This design comes from an exercise in tuning for small area, a short achievable clock period and few clock cycles on the open sky130 flow, not from production work.
At most, simulation tests tie the RTL to the original design; equivalence was not proved.
The RTL of run 1 was laid out without a check of its function.

## flow/design.v (module list and top-level ports; edited modules follow where they fit)
// module aoc_day2: 1420 lines
module aoc_day2 (
    input         clock,
    input         reset,
    input  [63:0] data_value,
    input         data_valid,
    output        data_ready,
    output        result_valid,
    output [63:0] result_value
);
  // ...
==> flow/run.sh <==
#!/bin/bash
# synth_recipe.tcl (not shown) runs the flow's synth.tcl, then flattens the netlist and writes it again
# the make line also repeats each setting of config.mk as NAME=value (left out here)
make -C /OpenROAD-flow-scripts/flow DESIGN_CONFIG=/design/flow/config.mk WORK_HOME=/design/flow/orfs CLKGATE_MAP_FILE= SYNTH_SCRIPT=/design/flow/synth_recipe.tcl finish
==> flow/config.mk <==
export PLATFORM = sky130hd
export DESIGN_NAME = aoc_day2
export DESIGN_NICKNAME = aoc_day2
export VERILOG_FILES = /design/flow/design.v
export SDC_FILE = /design/flow/constraint.sdc
export NUM_CORES = 4
export LEC_CHECK = 0
export ABC_AREA = 1
export CAP_MARGIN = 20
export CORE_MARGIN = 2
export CORE_UTILIZATION = 40
export SLEW_MARGIN = 20
==> flow/constraint.sdc <==
create_clock -name core_clock -period 5.0 [get_ports {clock}]
set_input_delay 1.0000 -clock core_clock [delete_from_list [all_inputs] [get_ports {clock}]]
set_output_delay 1.0000 -clock core_clock [all_outputs]
set_load 0.01 [all_outputs]
==> impl_results.md, run 1 <==
* Area growth syn-to-layout at 15.1%
* Multi-input gate area at 32300 sq um
* Status: timing/DRC/antenna clean
* Top Layer Used: met4
* Synth unique cells at 61
* Most common cell in the netlist: nand2_1
* Post-CTS Hold Buffers at 0
* Multi-input gate count at 5168
* Slowest CP cell: fa_1
* Synth Cell Area at 45900 sq um
* Filler cells at 11833
* Worst Setup SP: q_h[2]
* EDFF count, synth at 0
* Die area at 117000 sq um
* Sequential share of cell area at 15.7%
* Peak fanout along the critical path at 5
* Starting Density at 40.2%
* Slew Viols, Final at 0
* Seq/Total Area, Yosys at 18.0%
* Commonest cells after routing, fill and taps aside: nand2_1, inv_1, nor2_1
* Top reg by flops: total
* Commonest non-fill, non-tap cell in the layout: nand2_1
* Boundary pin count at 133
* # rows at 124
* Setup TNS at 0 ns
* R2r endpoint: s_t[29]
* Worst Setup EP: s_t[29]
* Vias per inst at 4.84
* HP Class: reg2reg
* DRT iter0 DRCs at 2174
* Min-delay src: c2_n[3]
==> run 2: changes to the inputs <==
--- a/flow/design.v
+++ b/flow/design.v
@@ -22,36 +22,53 @@
     function [3:0] add3;
         input [3:0] x;
         add3 = {x[3] | (x[2] & x[0]) | (x[2] & x[1]),
                 (x[3] & x[0]) | (x[2] & ~x[1] & ~x[0]),
                 (x[3] & ~x[0]) | (~x[2] & x[1]) | (x[1] & x[0]),
                 (~x[3] & ~x[2] & x[0]) | (x[2] & x[1] & ~x[0]) | (x[3] & ~x[0])};
     endfunction
     wire [33:0] a_n = data_value[33:0];
+    wire [9:0] ge;
+    assign ge[0] = a_n >= 34'd10;
+    assign ge[1] = a_n >= 34'd100;
+    assign ge[2] = a_n >= 34'd1000;
+    assign ge[3] = a_n >= 34'd10000;
+    assign ge[4] = a_n >= 34'd100000;
+    assign ge[5] = a_n >= 34'd1000000;
+    assign ge[6] = a_n >= 34'd10000000;
+    assign ge[7] = a_n >= 34'd100000000;
+    assign ge[8] = a_n >= 34'd1000000000;
+    assign ge[9] = a_n >= 34'd10000000000;
+    wire [3:0] a_dg = ge[9] ? 4'd10 : ge[8] ? 4'd9 : ge[7] ? 4'd8 :
+                      ge[6] ? 4'd7 : ge[5] ? 4'd6 : ge[4] ? 4'd5 :
+                      ge[3] ? 4'd4 : ge[2] ? 4'd3 : ge[1] ? 4'd2 :
+                      ge[0] ? 4'd1 : 4'd0;
     wire a_v = ~reset & data_valid & ready_q;
     wire a_e = phase;
     wire [3:0] dd1 = add3({1'b0, a_n[33], a_n[32], a_n[31]});
     wire [3:0] dd2 = add3({dd1[2], dd1[1], dd1[0], a_n[30]});
     wire [3:0] dd3 = add3({dd2[2], dd2[1], dd2[0], a_n[29]});
     wire [3:0] dd4 = add3({dd3[2], dd3[1], dd3[0], a_n[28]});
     wire [3:0] dd5 = add3({1'b0, dd1[3], dd2[3], dd3[3]});
     wire [3:0] dd6 = add3({dd4[2], dd4[1], dd4[0], a_n[27]});
     wire [3:0] dd7 = add3({dd5[2], dd5[1], dd5[0], dd4[3]});
     wire [3:0] dd8 = add3({dd6[2], dd6[1], dd6[0], a_n[26]});
     wire [3:0] dd9 = add3({dd7[2], dd7[1], dd7[0], dd6[3]});
     wire [3:0] dd10 = add3({dd8[2], dd8[1], dd8[0], a_n[25]});
     wire [3:0] dd11 = add3({dd9[2], dd9[1], dd9[0], dd8[3]});
     wire [3:0] dd12 = add3({1'b0, dd5[3], dd7[3], dd9[3]});
     reg [12:0] c1_bcd;
     reg [23:0] c1_n;
+    reg [3:0] c1_dg;
     reg c1_e, c1_v;
     always @(posedge clock) begin
         c1_bcd <= {dd12[3], dd12[2], dd12[1], dd12[0], dd11[3], dd11[2], dd11[1], dd11[0], dd10[3], dd10[2], dd10[1], dd10[0], a_n[24]};
         c1_n <= a_n[23:0];
+        c1_dg <= a_dg;
         c1_e <= a_e;
         c1_v <= ~reset & a_v;
     end
     wire [3:0] dd13 = add3({c1_bcd[3], c1_bcd[2], c1_bcd[1], c1_bcd[0]});
     wire [3:0] dd14 = add3({c1_bcd[7], c1_bcd[6], c1_bcd[5], c1_bcd[4]});
     wire [3:0] dd15 = add3({c1_bcd[11], c1_bcd[10], c1_bcd[9], c1_bcd[8]});
     wire [3:0] dd16 = add3({dd13[2], dd13[1], dd13[0], c1_n[23]});
     wire [3:0] dd17 = add3({dd14[2], dd14[1], dd14[0], dd13[3]});
@@ -89,20 +106,22 @@
     wire [3:0] dd49 = add3({dd44[2], dd44[1], dd44[0], c1_n[15]});
     wire [3:0] dd50 = add3({dd45[2], dd45[1], dd45[0], dd44[3]});
     wire [3:0] dd51 = add3({dd46[2], dd46[1], dd46[0], dd45[3]});
     wire [3:0] dd52 = add3({dd47[2], dd47[1], dd47[0], dd46[3]});
     wire [3:0] dd53 = add3({dd48[2], dd48[1], dd48[0], dd47[3]});
     wire [3:0] dd54 = add3({1'b0, dd38[3], dd43[3], dd48[3]});
     reg [24:0] c2_bcd;
     reg [13:0] c2_n;
+    reg [3:0] c2_dg;
     reg c2_e, c2_v;
     always @(posedge clock) begin
         c2_bcd <= {dd54[3], dd54[2], dd54[1], dd54[0], dd53[3], dd53[2], dd53[1], dd53[0], dd52[3], dd52[2], dd52[1], dd52[0], dd51[3], dd51[2], dd51[1], dd51[0], dd50[3], dd50[2], dd50[1], dd50[0], dd49[3], dd49[2], dd49[1], dd49[0], c1_n[14]};
         c2_n <= c1_n[13:0];
+        c2_dg <= c1_dg;
         c2_e <= c1_e;
         c2_v <= ~reset & c1_v;
     end
     wire [3:0] dd55 = add3({c2_bcd[3], c2_bcd[2], c2_bcd[1], c2_bcd[0]});
     wire [3:0] dd56 = add3({c2_bcd[7], c2_bcd[6], c2_bcd[5], c2_bcd[4]});
     wire [3:0] dd57 = add3({c2_bcd[11], c2_bcd[10], c2_bcd[9], c2_bcd[8]});
     wire [3:0] dd58 = add3({c2_bcd[15], c2_bcd[14], c2_bcd[13], c2_bcd[12]});
     wire [3:0] dd59 = add3({c2_bcd[19], c2_bcd[18], c2_bcd[17], c2_bcd[16]});
@@ -170,20 +189,22 @@
     wire [3:0] dd121 = add3({dd113[2], dd113[1], dd113[0], dd112[3]});
     wire [3:0] dd122 = add3({dd114[2], dd114[1], dd114[0], dd113[3]});
     wire [3:0] dd123 = add3({dd115[2], dd115[1], dd115[0], dd114[3]});
     wire [3:0] dd124 = add3({dd116[2], dd116[1], dd116[0], dd115[3]});
     wire [3:0] dd125 = add3({dd117[2], dd117[1], dd117[0], dd116[3]});
     wire [3:0] dd126 = add3({1'b0, dd101[3], dd109[3], dd117[3]});
     reg [36:0] c3_bcd;
     reg [3:0] c3_n;
+    reg [3:0] c3_dg;
     reg c3_e, c3_v;
     always @(posedge clock) begin
         c3_bcd <= {dd126[3], dd126[2], dd126[1], dd126[0], dd125[3], dd125[2], dd125[1], dd125[0], dd124[3], dd124[2], dd124[1], dd124[0], dd123[3], dd123[2], dd123[1], dd123[0], dd122[3], dd122[2], dd122[1], dd122[0], dd121[3], dd121[2], dd121[1], dd121[0], dd120[3], dd120[2], dd120[1], dd120[0], dd119[3], dd119[2], dd119[1], dd119[0], dd118[3], dd118[2], dd118[1], dd118[0], c2_n[4]};
         c3_n <= c2_n[3:0];
+        c3_dg <= c2_dg;
         c3_e <= c2_e;
         c3_v <= ~reset & c2_v;
     end
     wire [3:0] dd127 = add3({c3_bcd[3], c3_bcd[2], c3_bcd[1], c3_bcd[0]});
     wire [3:0] dd128 = add3({c3_bcd[7], c3_bcd[6], c3_bcd[5], c3_bcd[4]});
     wire [3:0] dd129 = add3({c3_bcd[11], c3_bcd[10], c3_bcd[9], c3_bcd[8]});
     wire [3:0] dd130 = add3({c3_bcd[15], c3_bcd[14], c3_bcd[13], c3_bcd[12]});
     wire [3:0] dd131 = add3({c3_bcd[19], c3_bcd[18], c3_bcd[17], c3_bcd[16]});
@@ -225,29 +246,28 @@
     wire [3:0] z_d3 = {dd157[2], dd157[1], dd157[0], dd156[3]};
     wire [3:0] z_d4 = {dd158[2], dd158[1], dd158[0], dd157[3]};
     wire [3:0] z_d5 = {dd159[2], dd159[1], dd159[0], dd158[3]};
     wire [3:0] z_d6 = {dd160[2], dd160[1], dd160[0], dd159[3]};
     wire [3:0] z_d7 = {dd161[2], dd161[1], dd161[0], dd160[3]};
     wire [3:0] z_d8 = {dd162[2], dd162[1], dd162[0], dd161[3]};
     wire [3:0] z_d9 = {dd163[2], dd163[1], dd163[0], dd162[3]};
     wire [3:0] z_d10 = {1'b0, 1'b0, 1'b0, dd163[3]};
-    wire [3:0] z_dg = (z_d10 != 4'd0) ? 4'd10 : (z_d9 != 4'd0) ? 4'd9 : (z_d8 != 4'd0) ? 4'd8 : (z_d7 != 4'd0) ? 4'd7 : (z_d6 != 4'd0) ? 4'd6 : (z_d5 != 4'd0) ? 4'd5 : (z_d4 != 4'd0) ? 4'd4 : (z_d3 != 4'd0) ? 4'd3 : (z_d2 != 4'd0) ? 4'd2 : (z_d1 != 4'd0) ? 4'd1 : 4'd0;
-    wire [2:0] z_k = (z_dg + 4'd1) >> 1;
-    wire z_even = z_dg[0];
+    wire [2:0] z_k = (c3_dg + 4'd1) >> 1;
+    wire z_even = c3_dg[0];
     wire [19:0] z_h = (z_k == 3'd1) ? {16'd0, {z_d1}} : (z_k == 3'd2) ? {12'd0, {z_d3, z_d2}} : (z_k == 3'd3) ? {8'd0, {z_d5, z_d4, z_d3}} : (z_k == 3'd4) ? {4'd0, {z_d7, z_d6, z_d5, z_d4}} : {z_d9, z_d8, z_d7, z_d6, z_d5};
     wire [19:0] z_l = (z_k == 3'd1) ? {16'd0, {z_d0}} : (z_k == 3'd2) ? {12'd0, {z_d1, z_d0}} : (z_k == 3'd3) ? {8'd0, {z_d2, z_d1, z_d0}} : (z_k == 3'd4) ? {4'd0, {z_d3, z_d2, z_d1, z_d0}} : {z_d4, z_d3, z_d2, z_d1, z_d0};
     wire z_b = c3_e ? (z_l < z_h) : (z_l <= z_h);
     reg        y_v, y_e, y_b, y_even;
     reg [3:0]  y_dg;
     reg [19:0] y_h;
     always @(posedge clock) begin
         y_v    <= ~reset & c3_v;
         y_e    <= c3_e;
-        y_dg   <= z_dg;
+        y_dg   <= c3_dg;
         y_h    <= z_h;
         y_b    <= z_b;
         y_even <= z_even;
     end
     wire hbs1004 = y_h[7] ^ y_h[9];
     wire hbc1005 = y_h[7] & y_h[9];
     wire hbs1006 = y_h[10] ^ y_h[9];
     wire hbc1007 = y_h[10] & y_h[9];
==> run 2 against run 1 <==
  * Synthesized area increased by 0.41%
  * Die area increased by 0.41%
  * Non-clock buffer count decreased by 76
  * Clock-buffer cell count decreased by 3
  * Fmax increased by 0.11%
  * Sequential share of layout area increased by 0.71 points
  * Critical path depth decreased by 1
  * First-iteration DRC count increased by 9.0%
  * Hold slack got worse by 0.012 ns
  * Sequential cell count increased by 12
  * Critical path type unchanged
  * Largest cell class unchanged
  * Highest routed layer unchanged
==> impl_results.md, run 2 <==
* Worst Setup SP: q_h[14]
* Final period util at 95.7%
* Core Region at 114000 sq um
* CP Capture Type: flop
* Gr usage total at 19.6%
* Commonest non-fill, non-tap cell in the layout: nand2_1
* DR pass1 iterations at 5
* Max cap viols at 0
* Post-synth ARST share at 0%
* Post-DP HPWL at 97200 um
* Antenna violations before repair at 0
* Most common cell in the netlist: nand2_1
* Top_reg_cell synth: dfxtp_1
* WP data arrival at 5.31 ns
* Syn nets at 7804
* Peak fanout along the critical path at 4 (-1)
* Seq/Total Area, Yosys at 18.5% (+0.45 points)
* Final Util at 45.4%
* Synth unique cells at 58 (-4.9%)
* Post-CTS Hold Buffers at 0 (unchanged)
* Placer Congestion at 0.916
* Synth cell count leaders: nand2_1, inv_1, nor2_1
* Placed cells at 8856
* Fmax at 209 MHz
* EDFF count, synth at 0 (unchanged)
* Vias in the first global route at 41580
* Routed WL per cell at 13.0 um
* PortBufs at 102
* Final hold violation count at 0
* Total wire length at 116000 um
* Avg Cell Area, Syn at 6.43 sq um
* First-pass GRT wire length at 194000 um
* Min cycle time layout at 4.79 ns
* Yosys warnings at 1
* Status: timing/DRC/antenna clean
* HP Class: reg2reg
* CTS Buf Count at 51
* Worst Path Required at 5.52 ns
* Max-slew headroom at 31.9%
* Largest net degree at the start of global routing at 97
* Min-delay src: c1_n[7]
* Top cell type's share of synthesized area at 18.5%
* Proportion of layout cells with a drive suffix above 1 at 8.80%
* Die W at 343 um
* H-tree Lvls at 2
* Root Buffer Master: clkbuf_16
* Area growth syn-to-layout at 12.6%
* Synth area leaders: dfxtp_1, nand2_1, fa_1
* Final net count at 8033
* Gate Count Post-Synth at 7171
* DRC violation count after routing at 0
* Vias per inst at 4.90 (+1.3%)
* Largest area contributor in the netlist: dfxtp_1
* Die area at 118000 sq um (+0.41%)
* Largest regs: total x64, v_g x50, u_u x40
* CTS max path bufs at 3
* # rows at 124 (unchanged)
* Synth Cell Area at 46100 sq um (+0.41%)
* Post-Layout Cell Count at 8954
* Sink Count at 425
* Boundary pin count at 133 (unchanged)
* Slew @ Worst Pin at 1.02 ns
* Number of routed nets with antenna violations at 0
* CP Launch Type: flop
* Slew Viols, Final at 0 (unchanged)
* Filler cells at 11811 (-0.19%)
* TritonCTS clock tree: yes
* Design Area, Final at 51900 sq um
* GR Overflow Total at 0
* Clock Skew at 0.0399 ns
* Starting Density at 40.3% (+0.057 points)
* Crit path kind: reg2reg
* Crit Reg-Reg Startpoint: q_h[14]
* DRT iter0 DRCs at 2370 (+9.0%)
* # diodes at 0
* Hold slack final at 0.313 ns
* Max FFs per register at 64
* CTS clk-pin slew, worst paths at 0.06 ns
* Vias at 43852
* Clk Latency, worst-skew pair at 0.67 ns
* Die Y at 343 um
* Placed instance area at 49900 sq um
* # setup viols final at 0
* Flops & latches, synth at 425
* Commonest cells after routing, fill and taps aside: nand2_1, inv_1, nor2_1
* Top reg by flops: total
-- run 2: cell types whose count changed in the layout (fill, tap and decap cells not counted), moves of 22 or more --
cell / previous run / this run
inv_2: 94 / 70
nor3_1: 38 / 66
o22ai_1: 24 / 46
nand2_1: 1802 / 1670
nand3_2: 60 / 30
buf_4: 230 / 163
nor2_2: 61 / 86
inv_1: 1392 / 1348
a21oi_1: 324 / 363
dfxtp_1: 389 / 416
nor2_1: 619 / 776
-- run 2: layout make-up --
class	instances	area [sq um]	area share, %
timing repair buffer	269	2300	4.43
inverter	1421	5330	10.3
multi-input combinational	5232	32000	61.7
sequential	425	8520	16.4
clock buffer	59	1350	2.59
tap	1512	1890	3.65
clock inverter	36	470	0.906
-- run 2: cells by family after synthesis --
group           share of synthesized area, %
xor+xnor                                4.30
simple gates                            32.0
compound gates                          12.7
flops                                   18.5
buf+inv                                 12.3
fa+ha+maj                               20.1
-- run 2: final timing paths --
kind              to  slack [ns]  cells after the start
max          s_t[29]        0.21                     20
max reg2reg  s_t[29]        0.21                     20
min reg2reg  c2_n[7]        0.31                      0
min          c2_n[7]        0.31                      0
-- run 2: per-layer routing --
metal	share of wire, %	global-route usage [%]	vias to the layer above
li1	-	-	23025
met1	47	25.9	20064
met2	47	34.2	638
met3	3.8	2.04	125
met4	1.9	4.39	0
met5	0	0	-
-- run 2: repair_timing --
action	4_1_cts	5_1_grt
pin swaps	0	15
resized for setup	7	58
buffers inserted	0	3
hold endpoints to repair	0	0
gates cloned	0	0
setup endpoints to repair	15	37
-- run 2: through the flow --
step,worst slack (ns),TNS (ns)
final,0.215,0
after global routing,-0.0264,-0.0460
after CTS,0.00990,0
after detailed placement,-0.249,-1.52
after global placement,-0.182,-0.796
after floorplan,-0.0345,-0.0345
-- run 2: worst max-delay path, stage by stage (launching register included) --
cell     delay [ns]
dfxtp_2        0.34
buf_4          0.16
nand2_1        0.06
inv_1          0.04
ha_1           0.29
fa_1           0.49
fa_1           0.46
fa_1           0.54
fa_1           0.42
ha_1           0.34
buf_4          0.16
nand2_1        0.08
nor2_1         0.04
a21oi_1        0.19
o21ai_1        0.11
a31oi_1        0.27
o21ai_2        0.11
a21oi_2        0.18
o21ai_1        0.10
buf_4          0.14
xor2_1         0.13
Testbench counts of run 2, summed over its fixed seeds: cycles 448.

[static timing again, ports no longer ideal]
The flow's constraints put no driver on any port. The routed layouts listed below were extracted and timed again, unchanged, in two steps. Step 1 (the two cells are an assumption about what drives the block):
set clk [get_ports {clock}]
set_driving_cell -lib_cell sky130_fd_sc_hd__clkbuf_16 $clk
set_driving_cell -lib_cell sky130_fd_sc_hd__buf_2 [delete_from_list [all_inputs] $clk]
Step 2, shift: input delay + t, output delay - t, t = (earliest + latest rising clock arrival at the registers) / 2. This alone moves slack from input paths to output paths. Slacks: no drivers / after step 1 / after step 2; pairs: no drivers / after step 1.
run | t (ns) | setup WS [ns] | hold WS [ns] | worst register clock-pin slew, ns
run 1 | 0.696 | 0.209 / 0.209 / 0.209 | 0.325 / 0.325 / 0.325 | 0.06 / 0.06
run 2 | 0.716 | 0.215 / 0.215 / 0.215 | 0.313 / 0.313 / 0.313 | 0.07 / 0.07
After both steps setup and hold are still met in every run listed.
